What follows belongs to an exercise in optimizing a design on an open flow for small area and a short achievable clock period; a production flow would make more cautious choices.
At most, simulation tests tie the RTL to the original design; equivalence was not proved.
Function not checked in run 1: the RTL went through the layout flow alone.
Power and IR drop assume default switching activity.

==> flow/design.v, too long to show whole: its modules and the start of the top module <==
// module sg_nand2: 1 lines
// module sg_nand3: 1 lines
// module sg_nor2: 1 lines
// module sg_nor2b: 1 lines
// module sg_inv: 1 lines
// module sg_xor2: 1 lines
// module sg_xnor2: 1 lines
// module sg_aoi21: 1 lines
// module sg_oai21: 1 lines
// module add_out: 1124 lines
// module add_q: 836 lines
// module Scrambler: 72 lines
module Scrambler(
  input         clock,
  input         reset,
  input  [63:0] io_in,
  output [63:0] io_out
);
  // ...
==> flow/flow/run.sh <==
#!/bin/bash
# Layout flow: the standard flow (standard.sh, the ORFS make targets), run
# in two steps.  Synthesis is the standard one, unchanged.  The rest of the
# layout differs from the standard flow in these settings only:
#  - the pins are placed by flow/io.tcl (ORFS IO_CONSTRAINTS): io_in[i] and
#    io_out[i] side by side along the bottom edge in bit order, so that the
#    adder between them can be placed compactly;
#  - the port buffers that buffer_ports inserts are plain buffers (buf_2)
#    rather than the delay cell it would pick on its own;
#  - the resizer may swap a cell for one of another footprint
#    (MATCH_CELL_FOOTPRINT=0; sky130hd's platform config sets it to 1).
# Each step's full output goes to its own log file in the work folder.
set -euo pipefail
here=$(pwd)
bash standard.sh synth > run_synth.log 2>&1
bash standard.sh "IO_CONSTRAINTS=$here/flow/io.tcl" IO_PIN_STEP=2 \
  "BUFFER_PORTS_ARGS=-buffer_cell sky130_fd_sc_hd__buf_2" \
  MATCH_CELL_FOOTPRINT=0 finish > run_layout.log 2>&1
==> flow/flow/io.tcl <==
# Pin placement, sourced at the end of floorplanning (ORFS IO_CONSTRAINTS).
# io_in[i] and io_out[i] sit side by side along the bottom edge, in bit order
# (bit 0 at the left), so that the io_in -> io_out adder can be placed as a
# compact strip next to its pins.  clock and reset go on the left edge.
set die [ord::get_die_area]
set W [expr {[lindex $die 2] - [lindex $die 0]}]
set H [expr {[lindex $die 3] - [lindex $die 1]}]
set pitch 0.46
set offset 0.23
set step $::env(IO_PIN_STEP)
set n 128
set span [expr {($n - 1) * $step * $pitch}]
set k [expr {int((($W - $span) / 2.0 - $offset) / $pitch)}]
for {set i 0} {$i < 64} {incr i} {
  foreach p [list "io_in\[$i\]" "io_out\[$i\]"] {
    place_pin -pin_name $p -layer met2 \
      -location [list [expr {$offset + $k * $pitch}] 0.242] -force_to_die_boundary
    incr k $step
  }
}
# the left edge's horizontal pins use met3 on a 0.68 um pitch (offset 0.34)
set row [expr {int(($H / 2.0 - 0.34) / 0.68)}]
place_pin -pin_name clock -layer met3 \
  -location [list 0.4 [expr {0.34 + $row * 0.68}]] -force_to_die_boundary
place_pin -pin_name reset -layer met3 \
  -location [list 0.4 [expr {0.34 + ($row + 8) * 0.68}]] -force_to_die_boundary
==> flow/standard.sh <==
#!/bin/bash
# synth_recipe.tcl (not shown) runs the flow's synth.tcl, then flattens the netlist and writes it again
# the make line also repeats each setting of config.mk as NAME=value (left out here)
make -C /OpenROAD-flow-scripts/flow DESIGN_CONFIG=/design/flow/config.mk WORK_HOME=/design/flow/orfs CLKGATE_MAP_FILE= SYNTH_SCRIPT=/design/flow/synth_recipe.tcl "${@:-finish}"
==> flow/config.mk <==
export PLATFORM = sky130hd
export DESIGN_NAME = Scrambler
export DESIGN_NICKNAME = Scrambler
export VERILOG_FILES = /design/flow/design.v
export SDC_FILE = /design/flow/constraint.sdc
export NUM_CORES = 4
export LEC_CHECK = 0
export CAP_MARGIN = 20
export CORE_MARGIN = 2
export CORE_UTILIZATION = 65
export CTS_CLUSTER_DIAMETER = 80
export CTS_CLUSTER_SIZE = 32
export SETUP_SLACK_MARGIN = 2.5
export SLEW_MARGIN = 20
export SYNTH_HIERARCHICAL = 1
export SYNTH_MINIMUM_KEEP_SIZE = 0
export TNS_END_PERCENT = 5
==> flow/constraint.sdc <==
create_clock -name core_clock -period 6.0 [get_ports {clock}]
set_input_delay 1.2000 -clock core_clock [delete_from_list [all_inputs] [get_ports {clock}]]
set_output_delay 1.2000 -clock core_clock [all_outputs]
set_load 0.01 [all_outputs]
==> notes.md, run 1 <==
* Combinational Power Share at 2.3%
* RSZ-0062 raised after global routing: true
* CP Cell Sequence: buf_8, nand2_8, o21ai_4, inv_2, o21ai_4, a21oi_4, buf_4, xnor2_1, buf_2
* IO Pins at 0
* Seq cells post-synth at 1,479
* Critical R2R Launch: p1[0]
* Buf/Inv on CP at 4
* Drt pass-1 iters at 5
* Pwr dens at 373.1 nW/um2
* Total number of vias at 17,650
* Yosys Warn Count at 7
* Sequential share of the synthesized area at 81.01%
* Drt via density at 4.831
* P_seq at 10.8 mW
* Synth Flop Type: dfxtp_1
* Compound-cell area share of the yosys netlist at 5.258%
* Initial antenna violation count at 9
* Syn Inst Count at 2,658
* Crit path to: io_out[14]
* Req. time, crit path at 4800 ps
* Comb_multi_in at 1,128
* Final-stage net count at 2,962
* Most instantiated library cell after synthesis: dfxtp_1
* Switching share of power at 20.51%
* Reg-to-reg endpoint: q1[63]
* Status: timing/DRC/antenna clean
* Hold_buf cts at 0
* Family with the most delay on the worst path: buffers and inverters
* Inverter count at 35
* DIE WIDTH at 241.1 um
* Drt wl/cell at 19.14 um
* Worst Hold Class: reg -> reg
* Filler Cell Count at 3,423
* VDD IR max at 0.3464 mV
* Pwr Total at 15.61 mW
* Clock-cell share of area at 3.736%
* Uppermost layer routed: met5
* Worst-skew pair later-pin latency at 650 ps
* Hold Fails Final Rpt at 0
* Clock Tree Buf Depth at 3
* Vias in the first global route at 18,120
* CP peak stage delay at 570 ps
==> inputs of run 2 (changes only) <==
==> flow/design.v (replaced) <==
module sg_nand2(input a, input b, output y);  assign y = ~(a & b); endmodule
module sg_nor2(input a, input b, output y);   assign y = ~(a | b); endmodule
module sg_inv(input a, output y);             assign y = ~a; endmodule
module sg_xor2(input a, input b, output y);   assign y = a ^ b; endmodule
module sg_xnor2(input a, input b, output y);  assign y = ~(a ^ b); endmodule
module sg_aoi21(input a1, input a2, input b1, output y); assign y = ~((a1 & a2) | b1); endmodule
module sg_oai21(input a1, input a2, input b1, output y); assign y = ~((a1 | a2) & b1); endmodule
module add64(input [63:0] a, input [63:0] b, output [63:0] s);
  wire g0_0;
  wire p0_0;
  wire x_0;
  wire g0_1;
  wire p0_1;
  wire x_1;
  wire g0_2;
  wire p0_2;
  wire x_2;
  wire g0_3;
  wire p0_3;
  wire x_3;
  wire g0_4;
  wire p0_4;
  wire x_4;
  wire g0_5;
  wire p0_5;
  wire x_5;
  wire g0_6;
  wire p0_6;
  wire x_6;
  wire g0_7;
  wire p0_7;
  wire x_7;
  wire g0_8;
  wire p0_8;
  wire x_8;
  wire g0_9;
  wire p0_9;
  wire x_9;
  wire g0_10;
  wire p0_10;
  wire x_10;
  wire g0_11;
  wire p0_11;
  wire x_11;
  wire g0_12;
  wire p0_12;
  wire x_12;
  wire g0_13;
  wire p0_13;
  wire x_13;
  wire g0_14;
  wire p0_14;
  wire x_14;
  wire g0_15;
  wire p0_15;
  wire x_15;
  wire g0_16;
  wire p0_16;
  wire x_16;
  wire g0_17;
  wire p0_17;
  wire x_17;
  wire g0_18;
  wire p0_18;
  wire x_18;
  wire g0_19;
  wire p0_19;
  wire x_19;
  wire g0_20;
  wire p0_20;
  wire x_20;
  wire g0_21;
  wire p0_21;
  wire x_21;
  wire g0_22;
  wire p0_22;
  wire x_22;
  wire g0_23;
  wire p0_23;
  wire x_23;
  wire g0_24;
  wire p0_24;
  wire x_24;
  wire g0_25;
  wire p0_25;
  wire x_25;
  wire g0_26;
  wire p0_26;
  wire x_26;
  wire g0_27;
  wire p0_27;
  wire x_27;
  wire g0_28;
  wire p0_28;
  wire x_28;
  wire g0_29;
  wire p0_29;
  wire x_29;
  wire g0_30;
  wire p0_30;
  wire x_30;
  wire g0_31;
  wire p0_31;
  wire x_31;
  wire g0_32;
  wire p0_32;
  wire x_32;
  wire g0_33;
  wire p0_33;
  wire x_33;
  wire g0_34;
  wire p0_34;
  wire x_34;
  wire g0_35;
  wire p0_35;
  wire x_35;
  wire g0_36;
  wire p0_36;
  wire x_36;
  wire g0_37;
  wire p0_37;
  wire x_37;
  wire g0_38;
  wire p0_38;
  wire x_38;
  wire g0_39;
  wire p0_39;
  wire x_39;
  wire g0_40;
  wire p0_40;
  wire x_40;
  wire g0_41;
  wire p0_41;
  wire x_41;
  wire g0_42;
  wire p0_42;
  wire x_42;
  wire g0_43;
  wire p0_43;
  wire x_43;
  wire g0_44;
  wire p0_44;
  wire x_44;
  wire g0_45;
  wire p0_45;
  wire x_45;
  wire g0_46;
  wire p0_46;
  wire x_46;
  wire g0_47;
  wire p0_47;
  wire x_47;
  wire g0_48;
  wire p0_48;
  wire x_48;
  wire g0_49;
  wire p0_49;
  wire x_49;
  wire g0_50;
  wire p0_50;
  wire x_50;
  wire g0_51;
  wire p0_51;
  wire x_51;
  wire g0_52;
  wire p0_52;
  wire x_52;
  wire g0_53;
  wire p0_53;
  wire x_53;
  wire g0_54;
  wire p0_54;
  wire x_54;
  wire g0_55;
  wire p0_55;
  wire x_55;
  wire g0_56;
  wire p0_56;
  wire x_56;
  wire g0_57;
  wire p0_57;
  wire x_57;
  wire g0_58;
  wire p0_58;
  wire x_58;
  wire g0_59;
  wire p0_59;
  wire x_59;
  wire g0_60;
  wire p0_60;
  wire x_60;
  wire g0_61;
  wire p0_61;
  wire x_61;
  wire g0_62;
  wire p0_62;
  wire x_62;
  wire g0_63;
  wire p0_63;
  wire x_63;
  wire g1_1;
  wire g1_3;
  wire p1_3;
  wire g1_5;
  wire p1_5;
  wire g1_7;
  wire p1_7;
  wire g1_9;
  wire p1_9;
  wire g1_11;
  wire p1_11;
  wire g1_13;
  wire p1_13;
  wire g1_15;
  wire p1_15;
  wire g1_17;
  wire p1_17;
  wire g1_19;
  wire p1_19;
  wire g1_21;
  wire p1_21;
  wire g1_23;
  wire p1_23;
  wire g1_25;
  wire p1_25;
  wire g1_27;
  wire p1_27;
  wire g1_29;
  wire p1_29;
  wire g1_31;
  wire p1_31;
  wire g1_33;
  wire p1_33;
  wire g1_35;
  wire p1_35;
  wire g1_37;
  wire p1_37;
  wire g1_39;
  wire p1_39;
  wire g1_41;
  wire p1_41;
  wire g1_43;
  wire p1_43;
  wire g1_45;
  wire p1_45;
  wire g1_47;
  wire p1_47;
  wire g1_49;
  wire p1_49;
  wire g1_51;
  wire p1_51;
  wire g1_53;
  wire p1_53;
  wire g1_55;
  wire p1_55;
  wire g1_57;
  wire p1_57;
  wire g1_59;
  wire p1_59;
  wire g1_61;
  wire p1_61;
  wire g1_63;
  wire p1_63;
  wire g2_3;
  wire g2_7;
  wire p2_7;
  wire g2_11;
  wire p2_11;
  wire g2_15;
  wire p2_15;
  wire g2_19;
  wire p2_19;
  wire g2_23;
  wire p2_23;
  wire g2_27;
  wire p2_27;
  wire g2_31;
  wire p2_31;
  wire g2_35;
  wire p2_35;
  wire g2_39;
  wire p2_39;
  wire g2_43;
  wire p2_43;
  wire g2_47;
  wire p2_47;
  wire g2_51;
  wire p2_51;
  wire g2_55;
  wire p2_55;
  wire g2_59;
  wire p2_59;
  wire g2_63;
  wire p2_63;
  wire g2_3_n;
  wire g3_5;
  wire g3_7;
  wire g2_11_n;
  wire g3_13;
  wire p3_13;
  wire p2_11_n;
  wire g3_15;
  wire p3_15;
  wire g2_19_n;
  wire g3_21;
  wire p3_21;
  wire p2_19_n;
  wire g3_23;
  wire p3_23;
  wire g2_27_n;
  wire g3_29;
  wire p3_29;
  wire p2_27_n;
  wire g3_31;
  wire p3_31;
  wire g2_35_n;
  wire g3_37;
  wire p3_37;
  wire p2_35_n;
  wire g3_39;
  wire p3_39;
  wire g2_43_n;
  wire g3_45;
  wire p3_45;
  wire p2_43_n;
  wire g3_47;
  wire p3_47;
  wire g2_51_n;
  wire g3_53;
  wire p3_53;
  wire p2_51_n;
  wire g3_55;
  wire p3_55;
  wire g2_59_n;
  wire g3_61;
  wire p3_61;
  wire p2_59_n;
  wire g3_63;
  wire p3_63;
  wire g4_9;
  wire g3_7_n;
  wire g4_11;
  wire g4_13;
  wire g4_15;
  wire g4_25;
  wire p4_25;
  wire g3_23_n;
  wire g4_27;
  wire p4_27;
  wire p3_23_n;
  wire g4_29;
  wire p4_29;
  wire g4_31;
  wire p4_31;
  wire g4_41;
  wire p4_41;
  wire g3_39_n;
  wire g4_43;
  wire p4_43;
  wire p3_39_n;
  wire g4_45;
  wire p4_45;
  wire g4_47;
  wire p4_47;
  wire g4_57;
  wire p4_57;
  wire g3_55_n;
  wire g4_59;
  wire p4_59;
  wire p3_55_n;
  wire g4_61;
  wire p4_61;
  wire g4_63;
  wire p4_63;
  wire g4_15_n;
  wire g5_17;
  wire g5_19;
  wire g5_21;
  wire g5_23;
  wire g5_25;
  wire g5_27;
  wire g5_29;
  wire g5_31;
  wire g4_47_n;
  wire g5_49;
  wire p5_49;
  wire p4_47_n;
  wire g5_51;
  wire p5_51;
  wire g5_53;
  wire p5_53;
  wire g5_55;
  wire p5_55;
  wire g5_57;
  wire p5_57;
  wire g5_59;
  wire p5_59;
  wire g5_61;
  wire p5_61;
  wire g5_63;
  wire p5_63;
  wire g6_33;
  wire g5_31_n;
  wire g6_35;
  wire g6_37;
  wire g6_39;
  wire g6_41;
  wire g6_43;
  wire g6_45;
  wire g6_47;
  wire g6_49;
  wire g6_51;
  wire g6_53;
  wire g6_55;
  wire g6_57;
  wire g6_59;
  wire g6_61;
  wire g6_63;
  wire g1_1_n;
  wire g7_2;
  wire g7_4;
  wire g7_6;
  wire g7_8;
  wire g7_10;
  wire g4_11_n;
  wire g7_12;
  wire g4_13_n;
  wire g7_14;
  wire g7_16;
  wire g7_18;
  wire g5_19_n;
  wire g7_20;
  wire g5_21_n;
  wire g7_22;
  wire g7_24;
  wire g5_25_n;
  wire g7_26;
  wire g7_28;
  wire g7_30;
  wire g7_32;
  wire g7_34;
  wire g6_35_n;
  wire g7_36;
  wire g6_37_n;
  wire g7_38;
  wire g7_40;
  wire g6_41_n;
  wire g7_42;
  wire g7_44;
  wire g7_46;
  wire g6_47_n;
  wire g7_48;
  wire g6_49_n;
  wire g7_50;
  wire g7_52;
  wire g7_54;
  wire g6_55_n;
  wire g7_56;
  wire g7_58;
  wire g6_59_n;
  wire g7_60;
  wire g6_61_n;
  wire g7_62;
  sg_nand2 u1 (.a(a[0]), .b(b[0]), .y(g0_0));
  sg_nor2 u2 (.a(a[0]), .b(b[0]), .y(p0_0));
  sg_xor2 u3 (.a(a[0]), .b(b[0]), .y(x_0));
  sg_nand2 u4 (.a(a[1]), .b(b[1]), .y(g0_1));
  sg_nor2 u5 (.a(a[1]), .b(b[1]), .y(p0_1));
  sg_xor2 u6 (.a(a[1]), .b(b[1]), .y(x_1));
  sg_nand2 u7 (.a(a[2]), .b(b[2]), .y(g0_2));
  sg_nor2 u8 (.a(a[2]), .b(b[2]), .y(p0_2));
  sg_xor2 u9 (.a(a[2]), .b(b[2]), .y(x_2));
  sg_nand2 u10 (.a(a[3]), .b(b[3]), .y(g0_3));
  sg_nor2 u11 (.a(a[3]), .b(b[3]), .y(p0_3));
  sg_xor2 u12 (.a(a[3]), .b(b[3]), .y(x_3));
  sg_nand2 u13 (.a(a[4]), .b(b[4]), .y(g0_4));
  sg_nor2 u14 (.a(a[4]), .b(b[4]), .y(p0_4));
  sg_xor2 u15 (.a(a[4]), .b(b[4]), .y(x_4));
  sg_nand2 u16 (.a(a[5]), .b(b[5]), .y(g0_5));
  sg_nor2 u17 (.a(a[5]), .b(b[5]), .y(p0_5));
  sg_xor2 u18 (.a(a[5]), .b(b[5]), .y(x_5));
  sg_nand2 u19 (.a(a[6]), .b(b[6]), .y(g0_6));
  sg_nor2 u20 (.a(a[6]), .b(b[6]), .y(p0_6));
  sg_xor2 u21 (.a(a[6]), .b(b[6]), .y(x_6));
  sg_nand2 u22 (.a(a[7]), .b(b[7]), .y(g0_7));
  sg_nor2 u23 (.a(a[7]), .b(b[7]), .y(p0_7));
  sg_xor2 u24 (.a(a[7]), .b(b[7]), .y(x_7));
  sg_nand2 u25 (.a(a[8]), .b(b[8]), .y(g0_8));
  sg_nor2 u26 (.a(a[8]), .b(b[8]), .y(p0_8));
  sg_xor2 u27 (.a(a[8]), .b(b[8]), .y(x_8));
  sg_nand2 u28 (.a(a[9]), .b(b[9]), .y(g0_9));
  sg_nor2 u29 (.a(a[9]), .b(b[9]), .y(p0_9));
  sg_xor2 u30 (.a(a[9]), .b(b[9]), .y(x_9));
  sg_nand2 u31 (.a(a[10]), .b(b[10]), .y(g0_10));
  sg_nor2 u32 (.a(a[10]), .b(b[10]), .y(p0_10));
  sg_xor2 u33 (.a(a[10]), .b(b[10]), .y(x_10));
  sg_nand2 u34 (.a(a[11]), .b(b[11]), .y(g0_11));
  sg_nor2 u35 (.a(a[11]), .b(b[11]), .y(p0_11));
  sg_xor2 u36 (.a(a[11]), .b(b[11]), .y(x_11));
  sg_nand2 u37 (.a(a[12]), .b(b[12]), .y(g0_12));
  sg_nor2 u38 (.a(a[12]), .b(b[12]), .y(p0_12));
  sg_xor2 u39 (.a(a[12]), .b(b[12]), .y(x_12));
  sg_nand2 u40 (.a(a[13]), .b(b[13]), .y(g0_13));
  sg_nor2 u41 (.a(a[13]), .b(b[13]), .y(p0_13));
  sg_xor2 u42 (.a(a[13]), .b(b[13]), .y(x_13));
  sg_nand2 u43 (.a(a[14]), .b(b[14]), .y(g0_14));
  sg_nor2 u44 (.a(a[14]), .b(b[14]), .y(p0_14));
  sg_xor2 u45 (.a(a[14]), .b(b[14]), .y(x_14));
  sg_nand2 u46 (.a(a[15]), .b(b[15]), .y(g0_15));
  sg_nor2 u47 (.a(a[15]), .b(b[15]), .y(p0_15));
  sg_xor2 u48 (.a(a[15]), .b(b[15]), .y(x_15));
  sg_nand2 u49 (.a(a[16]), .b(b[16]), .y(g0_16));
  sg_nor2 u50 (.a(a[16]), .b(b[16]), .y(p0_16));
  sg_xor2 u51 (.a(a[16]), .b(b[16]), .y(x_16));
  sg_nand2 u52 (.a(a[17]), .b(b[17]), .y(g0_17));
  sg_nor2 u53 (.a(a[17]), .b(b[17]), .y(p0_17));
  sg_xor2 u54 (.a(a[17]), .b(b[17]), .y(x_17));
  sg_nand2 u55 (.a(a[18]), .b(b[18]), .y(g0_18));
  sg_nor2 u56 (.a(a[18]), .b(b[18]), .y(p0_18));
  sg_xor2 u57 (.a(a[18]), .b(b[18]), .y(x_18));
  sg_nand2 u58 (.a(a[19]), .b(b[19]), .y(g0_19));
  sg_nor2 u59 (.a(a[19]), .b(b[19]), .y(p0_19));
  sg_xor2 u60 (.a(a[19]), .b(b[19]), .y(x_19));
  sg_nand2 u61 (.a(a[20]), .b(b[20]), .y(g0_20));
  sg_nor2 u62 (.a(a[20]), .b(b[20]), .y(p0_20));
  sg_xor2 u63 (.a(a[20]), .b(b[20]), .y(x_20));
  sg_nand2 u64 (.a(a[21]), .b(b[21]), .y(g0_21));
  sg_nor2 u65 (.a(a[21]), .b(b[21]), .y(p0_21));
  sg_xor2 u66 (.a(a[21]), .b(b[21]), .y(x_21));
  sg_nand2 u67 (.a(a[22]), .b(b[22]), .y(g0_22));
  sg_nor2 u68 (.a(a[22]), .b(b[22]), .y(p0_22));
  sg_xor2 u69 (.a(a[22]), .b(b[22]), .y(x_22));
  sg_nand2 u70 (.a(a[23]), .b(b[23]), .y(g0_23));
  sg_nor2 u71 (.a(a[23]), .b(b[23]), .y(p0_23));
  sg_xor2 u72 (.a(a[23]), .b(b[23]), .y(x_23));
  sg_nand2 u73 (.a(a[24]), .b(b[24]), .y(g0_24));
  sg_nor2 u74 (.a(a[24]), .b(b[24]), .y(p0_24));
  sg_xor2 u75 (.a(a[24]), .b(b[24]), .y(x_24));
  sg_nand2 u76 (.a(a[25]), .b(b[25]), .y(g0_25));
  sg_nor2 u77 (.a(a[25]), .b(b[25]), .y(p0_25));
  sg_xor2 u78 (.a(a[25]), .b(b[25]), .y(x_25));
  sg_nand2 u79 (.a(a[26]), .b(b[26]), .y(g0_26));
  sg_nor2 u80 (.a(a[26]), .b(b[26]), .y(p0_26));
  sg_xor2 u81 (.a(a[26]), .b(b[26]), .y(x_26));
  sg_nand2 u82 (.a(a[27]), .b(b[27]), .y(g0_27));
  sg_nor2 u83 (.a(a[27]), .b(b[27]), .y(p0_27));
  sg_xor2 u84 (.a(a[27]), .b(b[27]), .y(x_27));
  sg_nand2 u85 (.a(a[28]), .b(b[28]), .y(g0_28));
  sg_nor2 u86 (.a(a[28]), .b(b[28]), .y(p0_28));
  sg_xor2 u87 (.a(a[28]), .b(b[28]), .y(x_28));
  sg_nand2 u88 (.a(a[29]), .b(b[29]), .y(g0_29));
  sg_nor2 u89 (.a(a[29]), .b(b[29]), .y(p0_29));
  sg_xor2 u90 (.a(a[29]), .b(b[29]), .y(x_29));
  sg_nand2 u91 (.a(a[30]), .b(b[30]), .y(g0_30));
  sg_nor2 u92 (.a(a[30]), .b(b[30]), .y(p0_30));
  sg_xor2 u93 (.a(a[30]), .b(b[30]), .y(x_30));
  sg_nand2 u94 (.a(a[31]), .b(b[31]), .y(g0_31));
  sg_nor2 u95 (.a(a[31]), .b(b[31]), .y(p0_31));
  sg_xor2 u96 (.a(a[31]), .b(b[31]), .y(x_31));
  sg_nand2 u97 (.a(a[32]), .b(b[32]), .y(g0_32));
  sg_nor2 u98 (.a(a[32]), .b(b[32]), .y(p0_32));
  sg_xor2 u99 (.a(a[32]), .b(b[32]), .y(x_32));
  sg_nand2 u100 (.a(a[33]), .b(b[33]), .y(g0_33));
  sg_nor2 u101 (.a(a[33]), .b(b[33]), .y(p0_33));
  sg_xor2 u102 (.a(a[33]), .b(b[33]), .y(x_33));
  sg_nand2 u103 (.a(a[34]), .b(b[34]), .y(g0_34));
  sg_nor2 u104 (.a(a[34]), .b(b[34]), .y(p0_34));
  sg_xor2 u105 (.a(a[34]), .b(b[34]), .y(x_34));
  sg_nand2 u106 (.a(a[35]), .b(b[35]), .y(g0_35));
  sg_nor2 u107 (.a(a[35]), .b(b[35]), .y(p0_35));
  sg_xor2 u108 (.a(a[35]), .b(b[35]), .y(x_35));
  sg_nand2 u109 (.a(a[36]), .b(b[36]), .y(g0_36));
  sg_nor2 u110 (.a(a[36]), .b(b[36]), .y(p0_36));
  sg_xor2 u111 (.a(a[36]), .b(b[36]), .y(x_36));
  sg_nand2 u112 (.a(a[37]), .b(b[37]), .y(g0_37));
  sg_nor2 u113 (.a(a[37]), .b(b[37]), .y(p0_37));
  sg_xor2 u114 (.a(a[37]), .b(b[37]), .y(x_37));
  sg_nand2 u115 (.a(a[38]), .b(b[38]), .y(g0_38));
  sg_nor2 u116 (.a(a[38]), .b(b[38]), .y(p0_38));
  sg_xor2 u117 (.a(a[38]), .b(b[38]), .y(x_38));
  sg_nand2 u118 (.a(a[39]), .b(b[39]), .y(g0_39));
  sg_nor2 u119 (.a(a[39]), .b(b[39]), .y(p0_39));
  sg_xor2 u120 (.a(a[39]), .b(b[39]), .y(x_39));
  sg_nand2 u121 (.a(a[40]), .b(b[40]), .y(g0_40));
  sg_nor2 u122 (.a(a[40]), .b(b[40]), .y(p0_40));
  sg_xor2 u123 (.a(a[40]), .b(b[40]), .y(x_40));
  sg_nand2 u124 (.a(a[41]), .b(b[41]), .y(g0_41));
  sg_nor2 u125 (.a(a[41]), .b(b[41]), .y(p0_41));
  sg_xor2 u126 (.a(a[41]), .b(b[41]), .y(x_41));
  sg_nand2 u127 (.a(a[42]), .b(b[42]), .y(g0_42));
  sg_nor2 u128 (.a(a[42]), .b(b[42]), .y(p0_42));
  sg_xor2 u129 (.a(a[42]), .b(b[42]), .y(x_42));
  sg_nand2 u130 (.a(a[43]), .b(b[43]), .y(g0_43));
  sg_nor2 u131 (.a(a[43]), .b(b[43]), .y(p0_43));
  sg_xor2 u132 (.a(a[43]), .b(b[43]), .y(x_43));
  sg_nand2 u133 (.a(a[44]), .b(b[44]), .y(g0_44));
  sg_nor2 u134 (.a(a[44]), .b(b[44]), .y(p0_44));
  sg_xor2 u135 (.a(a[44]), .b(b[44]), .y(x_44));
  sg_nand2 u136 (.a(a[45]), .b(b[45]), .y(g0_45));
  sg_nor2 u137 (.a(a[45]), .b(b[45]), .y(p0_45));
  sg_xor2 u138 (.a(a[45]), .b(b[45]), .y(x_45));
  sg_nand2 u139 (.a(a[46]), .b(b[46]), .y(g0_46));
  sg_nor2 u140 (.a(a[46]), .b(b[46]), .y(p0_46));
  sg_xor2 u141 (.a(a[46]), .b(b[46]), .y(x_46));
  sg_nand2 u142 (.a(a[47]), .b(b[47]), .y(g0_47));
  sg_nor2 u143 (.a(a[47]), .b(b[47]), .y(p0_47));
  sg_xor2 u144 (.a(a[47]), .b(b[47]), .y(x_47));
  sg_nand2 u145 (.a(a[48]), .b(b[48]), .y(g0_48));
  sg_nor2 u146 (.a(a[48]), .b(b[48]), .y(p0_48));
  sg_xor2 u147 (.a(a[48]), .b(b[48]), .y(x_48));
  sg_nand2 u148 (.a(a[49]), .b(b[49]), .y(g0_49));
  sg_nor2 u149 (.a(a[49]), .b(b[49]), .y(p0_49));
  sg_xor2 u150 (.a(a[49]), .b(b[49]), .y(x_49));
  sg_nand2 u151 (.a(a[50]), .b(b[50]), .y(g0_50));
  sg_nor2 u152 (.a(a[50]), .b(b[50]), .y(p0_50));
  sg_xor2 u153 (.a(a[50]), .b(b[50]), .y(x_50));
  sg_nand2 u154 (.a(a[51]), .b(b[51]), .y(g0_51));
  sg_nor2 u155 (.a(a[51]), .b(b[51]), .y(p0_51));
  sg_xor2 u156 (.a(a[51]), .b(b[51]), .y(x_51));
  sg_nand2 u157 (.a(a[52]), .b(b[52]), .y(g0_52));
  sg_nor2 u158 (.a(a[52]), .b(b[52]), .y(p0_52));
  sg_xor2 u159 (.a(a[52]), .b(b[52]), .y(x_52));
  sg_nand2 u160 (.a(a[53]), .b(b[53]), .y(g0_53));
  sg_nor2 u161 (.a(a[53]), .b(b[53]), .y(p0_53));
  sg_xor2 u162 (.a(a[53]), .b(b[53]), .y(x_53));
  sg_nand2 u163 (.a(a[54]), .b(b[54]), .y(g0_54));
  sg_nor2 u164 (.a(a[54]), .b(b[54]), .y(p0_54));
  sg_xor2 u165 (.a(a[54]), .b(b[54]), .y(x_54));
  sg_nand2 u166 (.a(a[55]), .b(b[55]), .y(g0_55));
  sg_nor2 u167 (.a(a[55]), .b(b[55]), .y(p0_55));
  sg_xor2 u168 (.a(a[55]), .b(b[55]), .y(x_55));
  sg_nand2 u169 (.a(a[56]), .b(b[56]), .y(g0_56));
  sg_nor2 u170 (.a(a[56]), .b(b[56]), .y(p0_56));
  sg_xor2 u171 (.a(a[56]), .b(b[56]), .y(x_56));
  sg_nand2 u172 (.a(a[57]), .b(b[57]), .y(g0_57));
  sg_nor2 u173 (.a(a[57]), .b(b[57]), .y(p0_57));
  sg_xor2 u174 (.a(a[57]), .b(b[57]), .y(x_57));
  sg_nand2 u175 (.a(a[58]), .b(b[58]), .y(g0_58));
  sg_nor2 u176 (.a(a[58]), .b(b[58]), .y(p0_58));
  sg_xor2 u177 (.a(a[58]), .b(b[58]), .y(x_58));
  sg_nand2 u178 (.a(a[59]), .b(b[59]), .y(g0_59));
  sg_nor2 u179 (.a(a[59]), .b(b[59]), .y(p0_59));
  sg_xor2 u180 (.a(a[59]), .b(b[59]), .y(x_59));
  sg_nand2 u181 (.a(a[60]), .b(b[60]), .y(g0_60));
  sg_nor2 u182 (.a(a[60]), .b(b[60]), .y(p0_60));
  sg_xor2 u183 (.a(a[60]), .b(b[60]), .y(x_60));
  sg_nand2 u184 (.a(a[61]), .b(b[61]), .y(g0_61));
  sg_nor2 u185 (.a(a[61]), .b(b[61]), .y(p0_61));
  sg_xor2 u186 (.a(a[61]), .b(b[61]), .y(x_61));
  sg_nand2 u187 (.a(a[62]), .b(b[62]), .y(g0_62));
  sg_nor2 u188 (.a(a[62]), .b(b[62]), .y(p0_62));
  sg_xor2 u189 (.a(a[62]), .b(b[62]), .y(x_62));
  sg_nand2 u190 (.a(a[63]), .b(b[63]), .y(g0_63));
  sg_nor2 u191 (.a(a[63]), .b(b[63]), .y(p0_63));
  sg_xor2 u192 (.a(a[63]), .b(b[63]), .y(x_63));
  sg_oai21 u193 (.a1(p0_1), .a2(g0_0), .b1(g0_1), .y(g1_1));
  sg_oai21 u194 (.a1(p0_3), .a2(g0_2), .b1(g0_3), .y(g1_3));
  sg_nor2 u195 (.a(p0_3), .b(p0_2), .y(p1_3));
  sg_oai21 u196 (.a1(p0_5), .a2(g0_4), .b1(g0_5), .y(g1_5));
  sg_nor2 u197 (.a(p0_5), .b(p0_4), .y(p1_5));
  sg_oai21 u198 (.a1(p0_7), .a2(g0_6), .b1(g0_7), .y(g1_7));
  sg_nor2 u199 (.a(p0_7), .b(p0_6), .y(p1_7));
  sg_oai21 u200 (.a1(p0_9), .a2(g0_8), .b1(g0_9), .y(g1_9));
  sg_nor2 u201 (.a(p0_9), .b(p0_8), .y(p1_9));
  sg_oai21 u202 (.a1(p0_11), .a2(g0_10), .b1(g0_11), .y(g1_11));
  sg_nor2 u203 (.a(p0_11), .b(p0_10), .y(p1_11));
  sg_oai21 u204 (.a1(p0_13), .a2(g0_12), .b1(g0_13), .y(g1_13));
  sg_nor2 u205 (.a(p0_13), .b(p0_12), .y(p1_13));
  sg_oai21 u206 (.a1(p0_15), .a2(g0_14), .b1(g0_15), .y(g1_15));
  sg_nor2 u207 (.a(p0_15), .b(p0_14), .y(p1_15));
  sg_oai21 u208 (.a1(p0_17), .a2(g0_16), .b1(g0_17), .y(g1_17));
  sg_nor2 u209 (.a(p0_17), .b(p0_16), .y(p1_17));
  sg_oai21 u210 (.a1(p0_19), .a2(g0_18), .b1(g0_19), .y(g1_19));
  sg_nor2 u211 (.a(p0_19), .b(p0_18), .y(p1_19));
  sg_oai21 u212 (.a1(p0_21), .a2(g0_20), .b1(g0_21), .y(g1_21));
  sg_nor2 u213 (.a(p0_21), .b(p0_20), .y(p1_21));
  sg_oai21 u214 (.a1(p0_23), .a2(g0_22), .b1(g0_23), .y(g1_23));
  sg_nor2 u215 (.a(p0_23), .b(p0_22), .y(p1_23));
  sg_oai21 u216 (.a1(p0_25), .a2(g0_24), .b1(g0_25), .y(g1_25));
  sg_nor2 u217 (.a(p0_25), .b(p0_24), .y(p1_25));
  sg_oai21 u218 (.a1(p0_27), .a2(g0_26), .b1(g0_27), .y(g1_27));
  sg_nor2 u219 (.a(p0_27), .b(p0_26), .y(p1_27));
  sg_oai21 u220 (.a1(p0_29), .a2(g0_28), .b1(g0_29), .y(g1_29));
  sg_nor2 u221 (.a(p0_29), .b(p0_28), .y(p1_29));
  sg_oai21 u222 (.a1(p0_31), .a2(g0_30), .b1(g0_31), .y(g1_31));
  sg_nor2 u223 (.a(p0_31), .b(p0_30), .y(p1_31));
  sg_oai21 u224 (.a1(p0_33), .a2(g0_32), .b1(g0_33), .y(g1_33));
  sg_nor2 u225 (.a(p0_33), .b(p0_32), .y(p1_33));
  sg_oai21 u226 (.a1(p0_35), .a2(g0_34), .b1(g0_35), .y(g1_35));
  sg_nor2 u227 (.a(p0_35), .b(p0_34), .y(p1_35));
  sg_oai21 u228 (.a1(p0_37), .a2(g0_36), .b1(g0_37), .y(g1_37));
  sg_nor2 u229 (.a(p0_37), .b(p0_36), .y(p1_37));
  sg_oai21 u230 (.a1(p0_39), .a2(g0_38), .b1(g0_39), .y(g1_39));
  sg_nor2 u231 (.a(p0_39), .b(p0_38), .y(p1_39));
  sg_oai21 u232 (.a1(p0_41), .a2(g0_40), .b1(g0_41), .y(g1_41));
  sg_nor2 u233 (.a(p0_41), .b(p0_40), .y(p1_41));
  sg_oai21 u234 (.a1(p0_43), .a2(g0_42), .b1(g0_43), .y(g1_43));
  sg_nor2 u235 (.a(p0_43), .b(p0_42), .y(p1_43));
  sg_oai21 u236 (.a1(p0_45), .a2(g0_44), .b1(g0_45), .y(g1_45));
  sg_nor2 u237 (.a(p0_45), .b(p0_44), .y(p1_45));
  sg_oai21 u238 (.a1(p0_47), .a2(g0_46), .b1(g0_47), .y(g1_47));
  sg_nor2 u239 (.a(p0_47), .b(p0_46), .y(p1_47));
  sg_oai21 u240 (.a1(p0_49), .a2(g0_48), .b1(g0_49), .y(g1_49));
  sg_nor2 u241 (.a(p0_49), .b(p0_48), .y(p1_49));
  sg_oai21 u242 (.a1(p0_51), .a2(g0_50), .b1(g0_51), .y(g1_51));
  sg_nor2 u243 (.a(p0_51), .b(p0_50), .y(p1_51));
  sg_oai21 u244 (.a1(p0_53), .a2(g0_52), .b1(g0_53), .y(g1_53));
  sg_nor2 u245 (.a(p0_53), .b(p0_52), .y(p1_53));
  sg_oai21 u246 (.a1(p0_55), .a2(g0_54), .b1(g0_55), .y(g1_55));
  sg_nor2 u247 (.a(p0_55), .b(p0_54), .y(p1_55));
  sg_oai21 u248 (.a1(p0_57), .a2(g0_56), .b1(g0_57), .y(g1_57));
  sg_nor2 u249 (.a(p0_57), .b(p0_56), .y(p1_57));
  sg_oai21 u250 (.a1(p0_59), .a2(g0_58), .b1(g0_59), .y(g1_59));
  sg_nor2 u251 (.a(p0_59), .b(p0_58), .y(p1_59));
  sg_oai21 u252 (.a1(p0_61), .a2(g0_60), .b1(g0_61), .y(g1_61));
  sg_nor2 u253 (.a(p0_61), .b(p0_60), .y(p1_61));
  sg_oai21 u254 (.a1(p0_63), .a2(g0_62), .b1(g0_63), .y(g1_63));
  sg_nor2 u255 (.a(p0_63), .b(p0_62), .y(p1_63));
  sg_aoi21 u256 (.a1(p1_3), .a2(g1_1), .b1(g1_3), .y(g2_3));
  sg_aoi21 u257 (.a1(p1_7), .a2(g1_5), .b1(g1_7), .y(g2_7));
  sg_nand2 u258 (.a(p1_7), .b(p1_5), .y(p2_7));
  sg_aoi21 u259 (.a1(p1_11), .a2(g1_9), .b1(g1_11), .y(g2_11));
  sg_nand2 u260 (.a(p1_11), .b(p1_9), .y(p2_11));
  sg_aoi21 u261 (.a1(p1_15), .a2(g1_13), .b1(g1_15), .y(g2_15));
  sg_nand2 u262 (.a(p1_15), .b(p1_13), .y(p2_15));
  sg_aoi21 u263 (.a1(p1_19), .a2(g1_17), .b1(g1_19), .y(g2_19));
  sg_nand2 u264 (.a(p1_19), .b(p1_17), .y(p2_19));
  sg_aoi21 u265 (.a1(p1_23), .a2(g1_21), .b1(g1_23), .y(g2_23));
  sg_nand2 u266 (.a(p1_23), .b(p1_21), .y(p2_23));
  sg_aoi21 u267 (.a1(p1_27), .a2(g1_25), .b1(g1_27), .y(g2_27));
  sg_nand2 u268 (.a(p1_27), .b(p1_25), .y(p2_27));
  sg_aoi21 u269 (.a1(p1_31), .a2(g1_29), .b1(g1_31), .y(g2_31));
  sg_nand2 u270 (.a(p1_31), .b(p1_29), .y(p2_31));
  sg_aoi21 u271 (.a1(p1_35), .a2(g1_33), .b1(g1_35), .y(g2_35));
  sg_nand2 u272 (.a(p1_35), .b(p1_33), .y(p2_35));
  sg_aoi21 u273 (.a1(p1_39), .a2(g1_37), .b1(g1_39), .y(g2_39));
  sg_nand2 u274 (.a(p1_39), .b(p1_37), .y(p2_39));
  sg_aoi21 u275 (.a1(p1_43), .a2(g1_41), .b1(g1_43), .y(g2_43));
  sg_nand2 u276 (.a(p1_43), .b(p1_41), .y(p2_43));
  sg_aoi21 u277 (.a1(p1_47), .a2(g1_45), .b1(g1_47), .y(g2_47));
  sg_nand2 u278 (.a(p1_47), .b(p1_45), .y(p2_47));
  sg_aoi21 u279 (.a1(p1_51), .a2(g1_49), .b1(g1_51), .y(g2_51));
  sg_nand2 u280 (.a(p1_51), .b(p1_49), .y(p2_51));
  sg_aoi21 u281 (.a1(p1_55), .a2(g1_53), .b1(g1_55), .y(g2_55));
  sg_nand2 u282 (.a(p1_55), .b(p1_53), .y(p2_55));
  sg_aoi21 u283 (.a1(p1_59), .a2(g1_57), .b1(g1_59), .y(g2_59));
  sg_nand2 u284 (.a(p1_59), .b(p1_57), .y(p2_59));
  sg_aoi21 u285 (.a1(p1_63), .a2(g1_61), .b1(g1_63), .y(g2_63));
  sg_nand2 u286 (.a(p1_63), .b(p1_61), .y(p2_63));
  sg_inv u287 (.a(g2_3), .y(g2_3_n));
  sg_aoi21 u288 (.a1(p1_5), .a2(g2_3_n), .b1(g1_5), .y(g3_5));
  sg_oai21 u289 (.a1(p2_7), .a2(g2_3), .b1(g2_7), .y(g3_7));
  sg_inv u290 (.a(g2_11), .y(g2_11_n));
  sg_aoi21 u291 (.a1(p1_13), .a2(g2_11_n), .b1(g1_13), .y(g3_13));
  sg_inv u292 (.a(p2_11), .y(p2_11_n));
  sg_nand2 u293 (.a(p1_13), .b(p2_11_n), .y(p3_13));
  sg_oai21 u294 (.a1(p2_15), .a2(g2_11), .b1(g2_15), .y(g3_15));
  sg_nor2 u295 (.a(p2_15), .b(p2_11), .y(p3_15));
  sg_inv u296 (.a(g2_19), .y(g2_19_n));
  sg_aoi21 u297 (.a1(p1_21), .a2(g2_19_n), .b1(g1_21), .y(g3_21));
  sg_inv u298 (.a(p2_19), .y(p2_19_n));
  sg_nand2 u299 (.a(p1_21), .b(p2_19_n), .y(p3_21));
  sg_oai21 u300 (.a1(p2_23), .a2(g2_19), .b1(g2_23), .y(g3_23));
  sg_nor2 u301 (.a(p2_23), .b(p2_19), .y(p3_23));
  sg_inv u302 (.a(g2_27), .y(g2_27_n));
  sg_aoi21 u303 (.a1(p1_29), .a2(g2_27_n), .b1(g1_29), .y(g3_29));
  sg_inv u304 (.a(p2_27), .y(p2_27_n));
  sg_nand2 u305 (.a(p1_29), .b(p2_27_n), .y(p3_29));
  sg_oai21 u306 (.a1(p2_31), .a2(g2_27), .b1(g2_31), .y(g3_31));
  sg_nor2 u307 (.a(p2_31), .b(p2_27), .y(p3_31));
  sg_inv u308 (.a(g2_35), .y(g2_35_n));
  sg_aoi21 u309 (.a1(p1_37), .a2(g2_35_n), .b1(g1_37), .y(g3_37));
  sg_inv u310 (.a(p2_35), .y(p2_35_n));
  sg_nand2 u311 (.a(p1_37), .b(p2_35_n), .y(p3_37));
  sg_oai21 u312 (.a1(p2_39), .a2(g2_35), .b1(g2_39), .y(g3_39));
  sg_nor2 u313 (.a(p2_39), .b(p2_35), .y(p3_39));
  sg_inv u314 (.a(g2_43), .y(g2_43_n));
  sg_aoi21 u315 (.a1(p1_45), .a2(g2_43_n), .b1(g1_45), .y(g3_45));
  sg_inv u316 (.a(p2_43), .y(p2_43_n));
  sg_nand2 u317 (.a(p1_45), .b(p2_43_n), .y(p3_45));
  sg_oai21 u318 (.a1(p2_47), .a2(g2_43), .b1(g2_47), .y(g3_47));
  sg_nor2 u319 (.a(p2_47), .b(p2_43), .y(p3_47));
  sg_inv u320 (.a(g2_51), .y(g2_51_n));
  sg_aoi21 u321 (.a1(p1_53), .a2(g2_51_n), .b1(g1_53), .y(g3_53));
  sg_inv u322 (.a(p2_51), .y(p2_51_n));
  sg_nand2 u323 (.a(p1_53), .b(p2_51_n), .y(p3_53));
  sg_oai21 u324 (.a1(p2_55), .a2(g2_51), .b1(g2_55), .y(g3_55));
  sg_nor2 u325 (.a(p2_55), .b(p2_51), .y(p3_55));
  sg_inv u326 (.a(g2_59), .y(g2_59_n));
  sg_aoi21 u327 (.a1(p1_61), .a2(g2_59_n), .b1(g1_61), .y(g3_61));
  sg_inv u328 (.a(p2_59), .y(p2_59_n));
  sg_nand2 u329 (.a(p1_61), .b(p2_59_n), .y(p3_61));
  sg_oai21 u330 (.a1(p2_63), .a2(g2_59), .b1(g2_63), .y(g3_63));
  sg_nor2 u331 (.a(p2_63), .b(p2_59), .y(p3_63));
  sg_aoi21 u332 (.a1(p1_9), .a2(g3_7), .b1(g1_9), .y(g4_9));
  sg_inv u333 (.a(g3_7), .y(g3_7_n));
  sg_oai21 u334 (.a1(p2_11), .a2(g3_7_n), .b1(g2_11), .y(g4_11));
  sg_oai21 u335 (.a1(p3_13), .a2(g3_7_n), .b1(g3_13), .y(g4_13));
  sg_aoi21 u336 (.a1(p3_15), .a2(g3_7), .b1(g3_15), .y(g4_15));
  sg_aoi21 u337 (.a1(p1_25), .a2(g3_23), .b1(g1_25), .y(g4_25));
  sg_nand2 u338 (.a(p1_25), .b(p3_23), .y(p4_25));
  sg_inv u339 (.a(g3_23), .y(g3_23_n));
  sg_oai21 u340 (.a1(p2_27), .a2(g3_23_n), .b1(g2_27), .y(g4_27));
  sg_inv u341 (.a(p3_23), .y(p3_23_n));
  sg_nor2 u342 (.a(p2_27), .b(p3_23_n), .y(p4_27));
  sg_oai21 u343 (.a1(p3_29), .a2(g3_23_n), .b1(g3_29), .y(g4_29));
  sg_nor2 u344 (.a(p3_29), .b(p3_23_n), .y(p4_29));
  sg_aoi21 u345 (.a1(p3_31), .a2(g3_23), .b1(g3_31), .y(g4_31));
  sg_nand2 u346 (.a(p3_31), .b(p3_23), .y(p4_31));
  sg_aoi21 u347 (.a1(p1_41), .a2(g3_39), .b1(g1_41), .y(g4_41));
  sg_nand2 u348 (.a(p1_41), .b(p3_39), .y(p4_41));
  sg_inv u349 (.a(g3_39), .y(g3_39_n));
  sg_oai21 u350 (.a1(p2_43), .a2(g3_39_n), .b1(g2_43), .y(g4_43));
  sg_inv u351 (.a(p3_39), .y(p3_39_n));
  sg_nor2 u352 (.a(p2_43), .b(p3_39_n), .y(p4_43));
  sg_oai21 u353 (.a1(p3_45), .a2(g3_39_n), .b1(g3_45), .y(g4_45));
  sg_nor2 u354 (.a(p3_45), .b(p3_39_n), .y(p4_45));
  sg_aoi21 u355 (.a1(p3_47), .a2(g3_39), .b1(g3_47), .y(g4_47));
  sg_nand2 u356 (.a(p3_47), .b(p3_39), .y(p4_47));
  sg_aoi21 u357 (.a1(p1_57), .a2(g3_55), .b1(g1_57), .y(g4_57));
  sg_nand2 u358 (.a(p1_57), .b(p3_55), .y(p4_57));
  sg_inv u359 (.a(g3_55), .y(g3_55_n));
  sg_oai21 u360 (.a1(p2_59), .a2(g3_55_n), .b1(g2_59), .y(g4_59));
  sg_inv u361 (.a(p3_55), .y(p3_55_n));
  sg_nor2 u362 (.a(p2_59), .b(p3_55_n), .y(p4_59));
  sg_oai21 u363 (.a1(p3_61), .a2(g3_55_n), .b1(g3_61), .y(g4_61));
  sg_nor2 u364 (.a(p3_61), .b(p3_55_n), .y(p4_61));
  sg_aoi21 u365 (.a1(p3_63), .a2(g3_55), .b1(g3_63), .y(g4_63));
  sg_nand2 u366 (.a(p3_63), .b(p3_55), .y(p4_63));
  sg_inv u367 (.a(g4_15), .y(g4_15_n));
  sg_aoi21 u368 (.a1(p1_17), .a2(g4_15_n), .b1(g1_17), .y(g5_17));
  sg_oai21 u369 (.a1(p2_19), .a2(g4_15), .b1(g2_19), .y(g5_19));
  sg_oai21 u370 (.a1(p3_21), .a2(g4_15), .b1(g3_21), .y(g5_21));
  sg_aoi21 u371 (.a1(p3_23), .a2(g4_15_n), .b1(g3_23), .y(g5_23));
  sg_oai21 u372 (.a1(p4_25), .a2(g4_15), .b1(g4_25), .y(g5_25));
  sg_aoi21 u373 (.a1(p4_27), .a2(g4_15_n), .b1(g4_27), .y(g5_27));
  sg_aoi21 u374 (.a1(p4_29), .a2(g4_15_n), .b1(g4_29), .y(g5_29));
  sg_oai21 u375 (.a1(p4_31), .a2(g4_15), .b1(g4_31), .y(g5_31));
  sg_inv u376 (.a(g4_47), .y(g4_47_n));
  sg_aoi21 u377 (.a1(p1_49), .a2(g4_47_n), .b1(g1_49), .y(g5_49));
  sg_inv u378 (.a(p4_47), .y(p4_47_n));
  sg_nand2 u379 (.a(p1_49), .b(p4_47_n), .y(p5_49));
  sg_oai21 u380 (.a1(p2_51), .a2(g4_47), .b1(g2_51), .y(g5_51));
  sg_nor2 u381 (.a(p2_51), .b(p4_47), .y(p5_51));
  sg_oai21 u382 (.a1(p3_53), .a2(g4_47), .b1(g3_53), .y(g5_53));
  sg_nor2 u383 (.a(p3_53), .b(p4_47), .y(p5_53));
  sg_aoi21 u384 (.a1(p3_55), .a2(g4_47_n), .b1(g3_55), .y(g5_55));
  sg_nand2 u385 (.a(p3_55), .b(p4_47_n), .y(p5_55));
  sg_oai21 u386 (.a1(p4_57), .a2(g4_47), .b1(g4_57), .y(g5_57));
  sg_nor2 u387 (.a(p4_57), .b(p4_47), .y(p5_57));
  sg_aoi21 u388 (.a1(p4_59), .a2(g4_47_n), .b1(g4_59), .y(g5_59));
  sg_nand2 u389 (.a(p4_59), .b(p4_47_n), .y(p5_59));
  sg_aoi21 u390 (.a1(p4_61), .a2(g4_47_n), .b1(g4_61), .y(g5_61));
  sg_nand2 u391 (.a(p4_61), .b(p4_47_n), .y(p5_61));
  sg_oai21 u392 (.a1(p4_63), .a2(g4_47), .b1(g4_63), .y(g5_63));
  sg_nor2 u393 (.a(p4_63), .b(p4_47), .y(p5_63));
  sg_aoi21 u394 (.a1(p1_33), .a2(g5_31), .b1(g1_33), .y(g6_33));
  sg_inv u395 (.a(g5_31), .y(g5_31_n));
  sg_oai21 u396 (.a1(p2_35), .a2(g5_31_n), .b1(g2_35), .y(g6_35));
  sg_oai21 u397 (.a1(p3_37), .a2(g5_31_n), .b1(g3_37), .y(g6_37));
  sg_aoi21 u398 (.a1(p3_39), .a2(g5_31), .b1(g3_39), .y(g6_39));
  sg_oai21 u399 (.a1(p4_41), .a2(g5_31_n), .b1(g4_41), .y(g6_41));
  sg_aoi21 u400 (.a1(p4_43), .a2(g5_31), .b1(g4_43), .y(g6_43));
  sg_aoi21 u401 (.a1(p4_45), .a2(g5_31), .b1(g4_45), .y(g6_45));
  sg_oai21 u402 (.a1(p4_47), .a2(g5_31_n), .b1(g4_47), .y(g6_47));
  sg_oai21 u403 (.a1(p5_49), .a2(g5_31_n), .b1(g5_49), .y(g6_49));
  sg_aoi21 u404 (.a1(p5_51), .a2(g5_31), .b1(g5_51), .y(g6_51));
  sg_aoi21 u405 (.a1(p5_53), .a2(g5_31), .b1(g5_53), .y(g6_53));
  sg_oai21 u406 (.a1(p5_55), .a2(g5_31_n), .b1(g5_55), .y(g6_55));
  sg_aoi21 u407 (.a1(p5_57), .a2(g5_31), .b1(g5_57), .y(g6_57));
  sg_oai21 u408 (.a1(p5_59), .a2(g5_31_n), .b1(g5_59), .y(g6_59));
  sg_oai21 u409 (.a1(p5_61), .a2(g5_31_n), .b1(g5_61), .y(g6_61));
  sg_aoi21 u410 (.a1(p5_63), .a2(g5_31), .b1(g5_63), .y(g6_63));
  sg_inv u411 (.a(g1_1), .y(g1_1_n));
  sg_oai21 u412 (.a1(p0_2), .a2(g1_1_n), .b1(g0_2), .y(g7_2));
  sg_oai21 u413 (.a1(p0_4), .a2(g2_3), .b1(g0_4), .y(g7_4));
  sg_oai21 u414 (.a1(p0_6), .a2(g3_5), .b1(g0_6), .y(g7_6));
  sg_oai21 u415 (.a1(p0_8), .a2(g3_7_n), .b1(g0_8), .y(g7_8));
  sg_oai21 u416 (.a1(p0_10), .a2(g4_9), .b1(g0_10), .y(g7_10));
  sg_inv u417 (.a(g4_11), .y(g4_11_n));
  sg_oai21 u418 (.a1(p0_12), .a2(g4_11_n), .b1(g0_12), .y(g7_12));
  sg_inv u419 (.a(g4_13), .y(g4_13_n));
  sg_oai21 u420 (.a1(p0_14), .a2(g4_13_n), .b1(g0_14), .y(g7_14));
  sg_oai21 u421 (.a1(p0_16), .a2(g4_15), .b1(g0_16), .y(g7_16));
  sg_oai21 u422 (.a1(p0_18), .a2(g5_17), .b1(g0_18), .y(g7_18));
  sg_inv u423 (.a(g5_19), .y(g5_19_n));
  sg_oai21 u424 (.a1(p0_20), .a2(g5_19_n), .b1(g0_20), .y(g7_20));
  sg_inv u425 (.a(g5_21), .y(g5_21_n));
  sg_oai21 u426 (.a1(p0_22), .a2(g5_21_n), .b1(g0_22), .y(g7_22));
  sg_oai21 u427 (.a1(p0_24), .a2(g5_23), .b1(g0_24), .y(g7_24));
  sg_inv u428 (.a(g5_25), .y(g5_25_n));
  sg_oai21 u429 (.a1(p0_26), .a2(g5_25_n), .b1(g0_26), .y(g7_26));
  sg_oai21 u430 (.a1(p0_28), .a2(g5_27), .b1(g0_28), .y(g7_28));
  sg_oai21 u431 (.a1(p0_30), .a2(g5_29), .b1(g0_30), .y(g7_30));
  sg_oai21 u432 (.a1(p0_32), .a2(g5_31_n), .b1(g0_32), .y(g7_32));
  sg_oai21 u433 (.a1(p0_34), .a2(g6_33), .b1(g0_34), .y(g7_34));
  sg_inv u434 (.a(g6_35), .y(g6_35_n));
  sg_oai21 u435 (.a1(p0_36), .a2(g6_35_n), .b1(g0_36), .y(g7_36));
  sg_inv u436 (.a(g6_37), .y(g6_37_n));
  sg_oai21 u437 (.a1(p0_38), .a2(g6_37_n), .b1(g0_38), .y(g7_38));
  sg_oai21 u438 (.a1(p0_40), .a2(g6_39), .b1(g0_40), .y(g7_40));
  sg_inv u439 (.a(g6_41), .y(g6_41_n));
  sg_oai21 u440 (.a1(p0_42), .a2(g6_41_n), .b1(g0_42), .y(g7_42));
  sg_oai21 u441 (.a1(p0_44), .a2(g6_43), .b1(g0_44), .y(g7_44));
  sg_oai21 u442 (.a1(p0_46), .a2(g6_45), .b1(g0_46), .y(g7_46));
  sg_inv u443 (.a(g6_47), .y(g6_47_n));
  sg_oai21 u444 (.a1(p0_48), .a2(g6_47_n), .b1(g0_48), .y(g7_48));
  sg_inv u445 (.a(g6_49), .y(g6_49_n));
  sg_oai21 u446 (.a1(p0_50), .a2(g6_49_n), .b1(g0_50), .y(g7_50));
  sg_oai21 u447 (.a1(p0_52), .a2(g6_51), .b1(g0_52), .y(g7_52));
  sg_oai21 u448 (.a1(p0_54), .a2(g6_53), .b1(g0_54), .y(g7_54));
  sg_inv u449 (.a(g6_55), .y(g6_55_n));
  sg_oai21 u450 (.a1(p0_56), .a2(g6_55_n), .b1(g0_56), .y(g7_56));
  sg_oai21 u451 (.a1(p0_58), .a2(g6_57), .b1(g0_58), .y(g7_58));
  sg_inv u452 (.a(g6_59), .y(g6_59_n));
  sg_oai21 u453 (.a1(p0_60), .a2(g6_59_n), .b1(g0_60), .y(g7_60));
  sg_inv u454 (.a(g6_61), .y(g6_61_n));
  sg_oai21 u455 (.a1(p0_62), .a2(g6_61_n), .b1(g0_62), .y(g7_62));
  assign s[0] = x_0;
  sg_xnor2 u456 (.a(x_1), .b(g0_0), .y(s[1]));
  sg_xor2 u457 (.a(x_2), .b(g1_1), .y(s[2]));
  sg_xor2 u458 (.a(x_3), .b(g7_2), .y(s[3]));
  sg_xnor2 u459 (.a(x_4), .b(g2_3), .y(s[4]));
  sg_xor2 u460 (.a(x_5), .b(g7_4), .y(s[5]));
  sg_xnor2 u461 (.a(x_6), .b(g3_5), .y(s[6]));
  sg_xor2 u462 (.a(x_7), .b(g7_6), .y(s[7]));
  sg_xor2 u463 (.a(x_8), .b(g3_7), .y(s[8]));
  sg_xor2 u464 (.a(x_9), .b(g7_8), .y(s[9]));
  sg_xnor2 u465 (.a(x_10), .b(g4_9), .y(s[10]));
  sg_xor2 u466 (.a(x_11), .b(g7_10), .y(s[11]));
  sg_xor2 u467 (.a(x_12), .b(g4_11), .y(s[12]));
  sg_xor2 u468 (.a(x_13), .b(g7_12), .y(s[13]));
  sg_xor2 u469 (.a(x_14), .b(g4_13), .y(s[14]));
  sg_xor2 u470 (.a(x_15), .b(g7_14), .y(s[15]));
  sg_xnor2 u471 (.a(x_16), .b(g4_15), .y(s[16]));
  sg_xor2 u472 (.a(x_17), .b(g7_16), .y(s[17]));
  sg_xnor2 u473 (.a(x_18), .b(g5_17), .y(s[18]));
  sg_xor2 u474 (.a(x_19), .b(g7_18), .y(s[19]));
  sg_xor2 u475 (.a(x_20), .b(g5_19), .y(s[20]));
  sg_xor2 u476 (.a(x_21), .b(g7_20), .y(s[21]));
  sg_xor2 u477 (.a(x_22), .b(g5_21), .y(s[22]));
  sg_xor2 u478 (.a(x_23), .b(g7_22), .y(s[23]));
  sg_xnor2 u479 (.a(x_24), .b(g5_23), .y(s[24]));
  sg_xor2 u480 (.a(x_25), .b(g7_24), .y(s[25]));
  sg_xor2 u481 (.a(x_26), .b(g5_25), .y(s[26]));
  sg_xor2 u482 (.a(x_27), .b(g7_26), .y(s[27]));
  sg_xnor2 u483 (.a(x_28), .b(g5_27), .y(s[28]));
  sg_xor2 u484 (.a(x_29), .b(g7_28), .y(s[29]));
  sg_xnor2 u485 (.a(x_30), .b(g5_29), .y(s[30]));
  sg_xor2 u486 (.a(x_31), .b(g7_30), .y(s[31]));
  sg_xor2 u487 (.a(x_32), .b(g5_31), .y(s[32]));
  sg_xor2 u488 (.a(x_33), .b(g7_32), .y(s[33]));
  sg_xnor2 u489 (.a(x_34), .b(g6_33), .y(s[34]));
  sg_xor2 u490 (.a(x_35), .b(g7_34), .y(s[35]));
  sg_xor2 u491 (.a(x_36), .b(g6_35), .y(s[36]));
  sg_xor2 u492 (.a(x_37), .b(g7_36), .y(s[37]));
  sg_xor2 u493 (.a(x_38), .b(g6_37), .y(s[38]));
  sg_xor2 u494 (.a(x_39), .b(g7_38), .y(s[39]));
  sg_xnor2 u495 (.a(x_40), .b(g6_39), .y(s[40]));
  sg_xor2 u496 (.a(x_41), .b(g7_40), .y(s[41]));
  sg_xor2 u497 (.a(x_42), .b(g6_41), .y(s[42]));
  sg_xor2 u498 (.a(x_43), .b(g7_42), .y(s[43]));
  sg_xnor2 u499 (.a(x_44), .b(g6_43), .y(s[44]));
  sg_xor2 u500 (.a(x_45), .b(g7_44), .y(s[45]));
  sg_xnor2 u501 (.a(x_46), .b(g6_45), .y(s[46]));
  sg_xor2 u502 (.a(x_47), .b(g7_46), .y(s[47]));
  sg_xor2 u503 (.a(x_48), .b(g6_47), .y(s[48]));
  sg_xor2 u504 (.a(x_49), .b(g7_48), .y(s[49]));
  sg_xor2 u505 (.a(x_50), .b(g6_49), .y(s[50]));
  sg_xor2 u506 (.a(x_51), .b(g7_50), .y(s[51]));
  sg_xnor2 u507 (.a(x_52), .b(g6_51), .y(s[52]));
  sg_xor2 u508 (.a(x_53), .b(g7_52), .y(s[53]));
  sg_xnor2 u509 (.a(x_54), .b(g6_53), .y(s[54]));
  sg_xor2 u510 (.a(x_55), .b(g7_54), .y(s[55]));
  sg_xor2 u511 (.a(x_56), .b(g6_55), .y(s[56]));
  sg_xor2 u512 (.a(x_57), .b(g7_56), .y(s[57]));
  sg_xnor2 u513 (.a(x_58), .b(g6_57), .y(s[58]));
  sg_xor2 u514 (.a(x_59), .b(g7_58), .y(s[59]));
  sg_xor2 u515 (.a(x_60), .b(g6_59), .y(s[60]));
  sg_xor2 u516 (.a(x_61), .b(g7_60), .y(s[61]));
  sg_xor2 u517 (.a(x_62), .b(g6_61), .y(s[62]));
  sg_xor2 u518 (.a(x_63), .b(g7_62), .y(s[63]));
endmodule
module Scrambler(
  input         clock,
  input         reset,
  input  [63:0] io_in,
  output [63:0] io_out
);
  reg [63:0] p1;
  reg [63:0] p2;
  reg [63:0] p3;
  reg [63:0] p4;
  reg [63:0] p5;
  reg [63:0] p6;
  reg [63:0] q1;
  reg [63:0] q2;
  reg [63:0] q3;
  reg [63:0] q4;
  reg [63:0] q5;
  reg [63:0] q6;
  reg [63:0] q7;
  reg [63:0] q8;
  reg [63:0] q9;
  reg [63:0] q10;
  reg [63:0] q11;
  reg [63:0] q12;
  reg [63:0] q13;
  reg [63:0] q14;
  reg [63:0] q15;
  reg [63:0] q16;
  reg [63:0] q17;
  reg  [4:0] cnt;    
  reg        m6;     
  reg        m18;    
  wire m18_next = !reset && (m18 || cnt == 5'd17);
  add64 u_out (.a(io_in), .b(q17), .s(io_out));
  always @(posedge clock) begin
    p1  <= io_out;
    p2  <= p1;
    p3  <= p2;
    p4  <= p3;
    p5  <= p4;
    p6  <= p5;
    q1  <= p1 + (m6 ? p6 : 64'h0);
    q2 <= q1;
    q3 <= q2;
    q4 <= q3;
    q5 <= q4;
    q6 <= q5;
    q7 <= q6;
    q8 <= q7;
    q9 <= q8;
    q10 <= q9;
    q11 <= q10;
    q12 <= q11;
    q13 <= q12;
    q14 <= q13;
    q15 <= q14;
    q16 <= q15;
    q17 <= m18_next ? q16 : 64'h0;
  end
  always @(posedge clock) begin
    if (reset) begin
      cnt <= 5'd0;
    end else if (!m18) begin
      cnt <= cnt + 5'd1;
    end
    m6  <= !reset && (m6 || cnt == 5'd5);
    m18 <= m18_next;
  end
endmodule
==> flow/run.sh (new file) <==
#!/bin/bash
# synth_recipe.tcl (not shown) runs the flow's synth.tcl, then flattens the netlist and writes it again
# the make line also repeats each setting of config.mk as NAME=value (left out here)
make -C /OpenROAD-flow-scripts/flow DESIGN_CONFIG=/design/flow/config.mk WORK_HOME=/design/flow/orfs CLKGATE_MAP_FILE= SYNTH_SCRIPT=/design/flow/synth_recipe.tcl finish
==> flow/config.mk (replaced) <==
export PLATFORM = sky130hd
export DESIGN_NAME = Scrambler
export DESIGN_NICKNAME = Scrambler
export VERILOG_FILES = /design/flow/design.v
export SDC_FILE = /design/flow/constraint.sdc
export NUM_CORES = 4
export LEC_CHECK = 0
export CAP_MARGIN = 20
export CORE_MARGIN = 2
export CORE_UTILIZATION = 65
export CTS_CLUSTER_DIAMETER = 60
export CTS_CLUSTER_SIZE = 24
export SETUP_SLACK_MARGIN = 2.5
export SLEW_MARGIN = 20
export SYNTH_HIERARCHICAL = 1
export SYNTH_MINIMUM_KEEP_SIZE = 0
export TNS_END_PERCENT = 5
removed: flow/flow/run.sh
removed: flow/flow/io.tcl
removed: flow/standard.sh
==> notes.md, run 2 <==
* Pwr Total at 16.40 mW (+5.1%)
* Worst Hold Class: reg -> reg
* Worst-skew pair later-pin latency at 630 ps (-20 ps)
* Final Skew at 25.73 ps
* Sequential cell area at 29,610 um2
* Total number of vias at 18,380 (+4.1%)
* Seq cells post-synth at 1,479 (unchanged)
* Sequential share of the synthesized area at 79.55% (-1.5 points)
* Area of the multi-input gates at 8267 um2
* Synth Flop Type: dfxtp_1
* Clock Tree Buf Depth at 3 (unchanged)
* Buffers on Ports at 129
* Drt via density at 4.928 (+2.0%)
* Syn_area_per_cell at 13.85 um2
* Layout cell share with drive strength beyond 1 at 16.98%
* Drt pass-1 iters at 5 (unchanged)
* CTS buffer count at 74
* First-pass GRT wire length at 98,410 um
* Fmax at 0.2231 GHz
* Pwr dens at 381.2 nW/um2 (+2.2%)
* RSZ-0062 raised after global routing: true
* Largest net degree at the start of global routing at 46
* Req. time, crit path at 4800 ps (about the same)
* Final-stage net count at 3,085 (+4.2%)
* Synth async-reset ratio at 0%
* Top cell type's share of synthesized area at 79.55%
* Hold_buf cts at 0 (unchanged)
* DIE WIDTH at 243.3 um (+0.90%)
* Hpwl dp at 38,690 um
* Core ar. at 56,500 um2
* Commonest cells after routing, fill and taps aside: dfxtp_1 (1,478), and2_1 (128), xor2_1 (128)
* VDD IR max at 0.2877 mV (-17%)
* CP endpoint kind: output port
* Hold Fails Final Rpt at 0 (unchanged)
* Filler Cell Count at 3,433 (+0.29%)
* Synth top cells by count: dfxtp_1 (1,479), nand2_1 (147), nor2_1 (144)
* IO Pins at 130 (+130)
* RD Place Congestion at 0.8752
* Status: failed layout checks
* Setup violations, final at 0
* Layout check faults: antenna rules
* Syn Inst Count at 2,687 (+1.1%)
* Drt wl/cell at 16.75 um (-12%)
* Initial antenna violation count at 2 (-7)
* Most instantiated library cell after synthesis: dfxtp_1
* Yosys Warn Count at 7 (unchanged)
* Max Transition Viols Final at 0
* Detail Route Antenna Nets at 1
* Vias in the first global route at 18,630 (+2.8%)
==> run 2: cell count changes in the layout (fill, tap and decap cells not counted), sizes merged, moves of 21 or more <==
cell	previous run	this run
o21ai	192	131
buf	195	141
nand2	194	148
xor2	215	136
inv	37	59
clkdlybuf4s50	0	22
nand4	0	21
a21o	0	30
nor2	238	144
dlygate4sd2	0	34
ha	2	65
clkbuf	56	96
==> run 2: layout make-up <==
| class | count | area share, % |
|---|---|---|
| sequential | 1479 | 68.84 |
| multi-input combinational | 1111 | 19.22 |
| antenna | 5 | 0.02909 |
| tap | 756 | 2.199 |
| clock inverter | 11 | 0.3229 |
| inverter | 57 | 0.5556 |
| timing repair buffer | 230 | 4.282 |
| clock buffer | 80 | 4.552 |
==> run 2: worst paths after layout <==
check	start	to	slack (ps)	cells past startpoint
max	io_in[14]	io_out[25]	1520	14
max reg2reg	m6	q1[55]	2140	11
min	p3[57]	p4[57]	320	0
min reg2reg	p3[57]	p4[57]	320	0
==> run 2: repair_timing <==
item                       in CTS  in global routing
gates resized for setup       416                113
setup endpoints to repair      96                101
buffers inserted               74                 19
pin swaps                      99                 72
==> run 2: cell families after synthesis <==
family / Yosys count / share of synthesized area [%]
flops: 1479 / 79.55
simple gates: 490 / 6.277
compound gates: 362 / 6.374
xor+xnor: 193 / 4.542
buf+inv: 97 / 1.015
fa+ha+maj: 66 / 2.239
==> run 2: critical path: stages <==
cell             delay, ps
buf_8                  100
nor2_4                 100
nor2_1                  60
buf_4                  160
a21oi_4                150
o21ai_4                 90
a21oi_4                140
buf_12                 150
clkinvlp_4             220
a21oi_4                220
o21ai_1                110
xor2_1                 190
buf_4                  160
clkdlybuf4s15_2        220
==> run 2: power by group <==
group          switching [mW]  total (mW)  internal [mW]
registers               0.197        10.7           10.5
clock network            2.85        5.26           2.41
logic                   0.235       0.402          0.167
total                    3.28        16.4           13.1
==> run 2: routing by layer <==
layer  share of wire [%]  wire, um
met3                 3.4      2106
met1                  50     31480
met5                   0         0
met2                  44     27370
met4                 2.4      1508
==> run 2: metrics by stage <==
| step | std cells | setup WS, ps | cell area, um2 | hold WS (ps) |
|---|---|---|---|---|
| 5_1_grt | 3724 | 1442 | 43000 | 322.4 |
| 3_5_place_dp | 3540 | 409.9 | 39480 | 312.1 |
| 2_1_floorplan | 2687 | 1940 | 37340 | 309.6 |
| 6_report | 3729 | 1519 | 43020 | 315.3 |
| 4_1_cts | 3705 | 1550 | 42640 | 320.6 |
| 3_3_place_gp | 3540 | 453.6 | 39480 | 309.5 |
==> run 2: modules after synthesis (local to each module, per instance) <==
module     cells  times used  cell area [um2]  flip-flops and latches
sg_nor2        1         107            3.754                       0
sg_aoi21       1          45            8.758                       0
sg_oai21       1          92            5.005                       0
add64          1           1            7.507                       0
sg_inv         1          40            3.754                       0
sg_nand2       1          93            3.754                       0
sg_xor2        1         111            8.758                       0
sg_xnor2       1          16            8.758                       0
Scrambler   2182           1            34340                    1479

[what the ideal ports hide]
Ports are ideal in the flow. The routed layouts listed here were re-timed in OpenROAD.
Step 1: set_driving_cell puts a clkbuf_16 on clock and a buf_2 on each other input, an assumption about the parent block.
Step 2, shift: input delay + t, output delay - t, t = (earliest + latest rising clock arrival at the registers) / 2. This alone moves slack from input paths to output paths.
Three values: ideal, step 1, step 2; two values: the first two.
run	t (ns)	slack for setup (ns)
run 1	0.677	1.701 / 1.638 / 1.638
run 2	0.676	1.519 / 1.476 / 1.476
